This design comes from an exercise in tuning for small area and a short achievable clock period on the open sky130 flow, not from production work.
RTL that was checked went through simulation tests only; none was proved equivalent to the original.

## user_logic
module user_logic
(
  Bus2IP_Clk,                      
  Bus2IP_Reset,                    
  Bus2IP_Data,                     
  Bus2IP_BE,                       
  Bus2IP_RdCE,                     
  Bus2IP_WrCE,                     
  IP2Bus_Data,                     
  IP2Bus_RdAck,                    
  IP2Bus_WrAck,                    
  IP2Bus_Error                     
);
parameter C_SLV_DWIDTH                   = 32;
parameter C_NUM_REG                      = 3;
input                                     Bus2IP_Clk;
input                                     Bus2IP_Reset;
input      [0 : C_SLV_DWIDTH-1]           Bus2IP_Data;
input      [0 : C_SLV_DWIDTH/8-1]         Bus2IP_BE;
input      [0 : C_NUM_REG-1]              Bus2IP_RdCE;
input      [0 : C_NUM_REG-1]              Bus2IP_WrCE;
output     [0 : C_SLV_DWIDTH-1]           IP2Bus_Data;
output                                    IP2Bus_RdAck;
output                                    IP2Bus_WrAck;
output                                    IP2Bus_Error;
  reg  [0:31] slv_reg0;    
  reg  [0:31] slv_reg1;    
  reg  [0:31] slv_reg2;    
  reg         rst_d;       
  integer     byte_index;
  reg [0:31] a_next, b_next;
  always @(*) begin
    a_next = slv_reg0;
    b_next = slv_reg1;
  ...
For scale: roughly 1600 cells after synthesis, about 79 I/O pins, about 15000 um^2 of cells after synthesis.
clock: 8.0 ns
lec_check: 0
abc_area: 0
cap_margin: 20
core_margin: 2
core_utilization: 40
setup_slack_margin: 4.0
slew_margin: 20
synth_hierarchical: 1
synth_minimum_keep_size: 0
standard.sh (not shown) runs the stock make flow with config.mk's settings and CLKGATE_MAP_FILE= SYNTH_SCRIPT=/design/flow/synth_recipe.tcl, a recipe that flattens the netlist after the stock synthesis.
==> flow/flow/run.sh <==
#!/bin/bash
set -euo pipefail
bash standard.sh "BUFFER_PORTS_ARGS=-buffer_cell sky130_fd_sc_hd__buf_2" \
  "CTS_ARGS=-sink_clustering_enable -repair_clock_nets -dont_use_dummy_load -sink_clustering_size 20" \
  finish > make.log 2>&1
The starting point completed with no timing, DRC or antenna violations.
Rerun with:
--- a/flow/design.v
+++ b/flow/design.v
@@ -1558,31 +1558,31 @@
   wire n1070;
   mul_x2 u_n1070 (.a(n1069), .b(n1067), .y(n1070));
   wire [31:0] prod = {n1070, n1066, n1062, n1058, n1054, n1050, n1046, n1042, n1040, n1035, n1034, n1030, n1028, n1026, n1024, n1021, n1020, p14_0, n1018, p12_0, p11_0, p10_0, p9_0, p8_0, p7_0, p6_0, p5_0, p4_0, p3_0, p2_0, p1_0, p0_0} + {1'b0, n1063, 1'b0, n1055, 1'b0, n1047, 1'b0, n1041, 1'b0, n1036, 1'b0, n1029, 1'b0, n1025, 1'b0, n1022, 1'b0, n1019, 1'b0, p12_1, 1'b0, p10_1, 1'b0, p8_1, p7_1, 1'b0, 1'b0, 1'b0, 1'b0, 1'b0, 1'b0, 1'b0};
   always @(posedge Bus2IP_Clk) begin
     if (Bus2IP_Reset | rst_d)
       slv_reg2 <= 0;
     else
       slv_reg2 <= {prod[31], prod[30], prod[29], prod[28], prod[27], prod[26], prod[25], prod[24], prod[23], prod[22], prod[21], prod[20], prod[19], prod[18], prod[17], prod[16], prod[15], prod[14], prod[13], prod[12], prod[11], prod[10], prod[9], prod[8], prod[7], prod[6], prod[5], prod[4], prod[3], prod[2], prod[1], prod[0]};
   end
   genvar gi;
   generate for (gi = 0; gi < 32; gi = gi + 1) begin : g_rd
     wire many;
-    if (gi % 4 == 0) begin : g_dec
+    if (gi % 8 == 0) begin : g_dec
       wire n01, n2x;
       mul_nand2 u_n01 (.a(Bus2IP_RdCE[0]), .b(Bus2IP_RdCE[1]), .y(n01));
       mul_o21ai u_n2x (.a(Bus2IP_RdCE[0]), .b(Bus2IP_RdCE[1]), .c(Bus2IP_RdCE[2]), .y(n2x));
       mul_nand2 u_many (.a(n01), .b(n2x), .y(many));
     end else begin : g_use
-      assign many = g_rd[gi - gi % 4].many;
+      assign many = g_rd[gi - gi % 8].many;
     end
     wire n0, n1, n2;
     mul_nand2 u_n0 (.a(Bus2IP_RdCE[0]), .b(slv_reg0[gi]), .y(n0));
     mul_nand2 u_n1 (.a(Bus2IP_RdCE[1]), .b(slv_reg1[gi]), .y(n1));
     mul_nand2 u_n2 (.a(Bus2IP_RdCE[2]), .b(slv_reg2[gi]), .y(n2));
     mul_a31oi u_y (.a(n0), .b(n1), .c(n2), .d(many), .y(IP2Bus_Data[gi]));
   end endgenerate
   assign IP2Bus_WrAck = Bus2IP_WrCE[0] | Bus2IP_WrCE[1] | Bus2IP_WrCE[2];
   assign IP2Bus_RdAck = Bus2IP_RdCE[0] | Bus2IP_RdCE[1] | Bus2IP_RdCE[2];
   assign IP2Bus_Error = 1'b0;
 endmodule
 module mul_fa (input a, input b, input c, output s, output co);
After rerunning: Cell count barely changes; flip-flop and latch count is unchanged; first-iteration DRC count fell by 7.8%; hold slack improves by 13 ps; cell area is about the same; routed wire length grows by 2.9%; critical path depth stays the same.
Function not checked in the first run of this note: the RTL went through the layout flow alone.

## static timing again, ports no longer ideal
How much do the figures lean on ideal ports? The routed layouts below were timed once more, with nothing changed but the port constraints.
Step 1: set_driving_cell puts a clkbuf_16 on Bus2IP_Clk and a buf_2 on each other input, an assumption about the parent block.
Step 2, shift: input delay + t, output delay - t, t = (earliest + latest rising clock arrival at the registers) / 2. This alone moves slack from input paths to output paths.
Slacks: ideal / step 1 / step 2; pairs: ideal / step 1.
run	shift t [ns]	setup WS [ns]	hold slack, ns	worst setup path after step 2	slew at the worst register clock pin (ns)
the first run	0.497	3.965 / 3.782 / 3.782	0.428 / 0.428 / 0.428	input to output	0.08 / 0.08
the second run	0.502	4.020 / 3.879 / 3.879	0.441 / 0.441 / 0.441	input to output	0.08 / 0.08
After both steps every run listed still meets setup and hold. For the first run, which loses most, drivers alone change the setup slack by -0.183 ns; drivers and shift together by -0.183 ns.
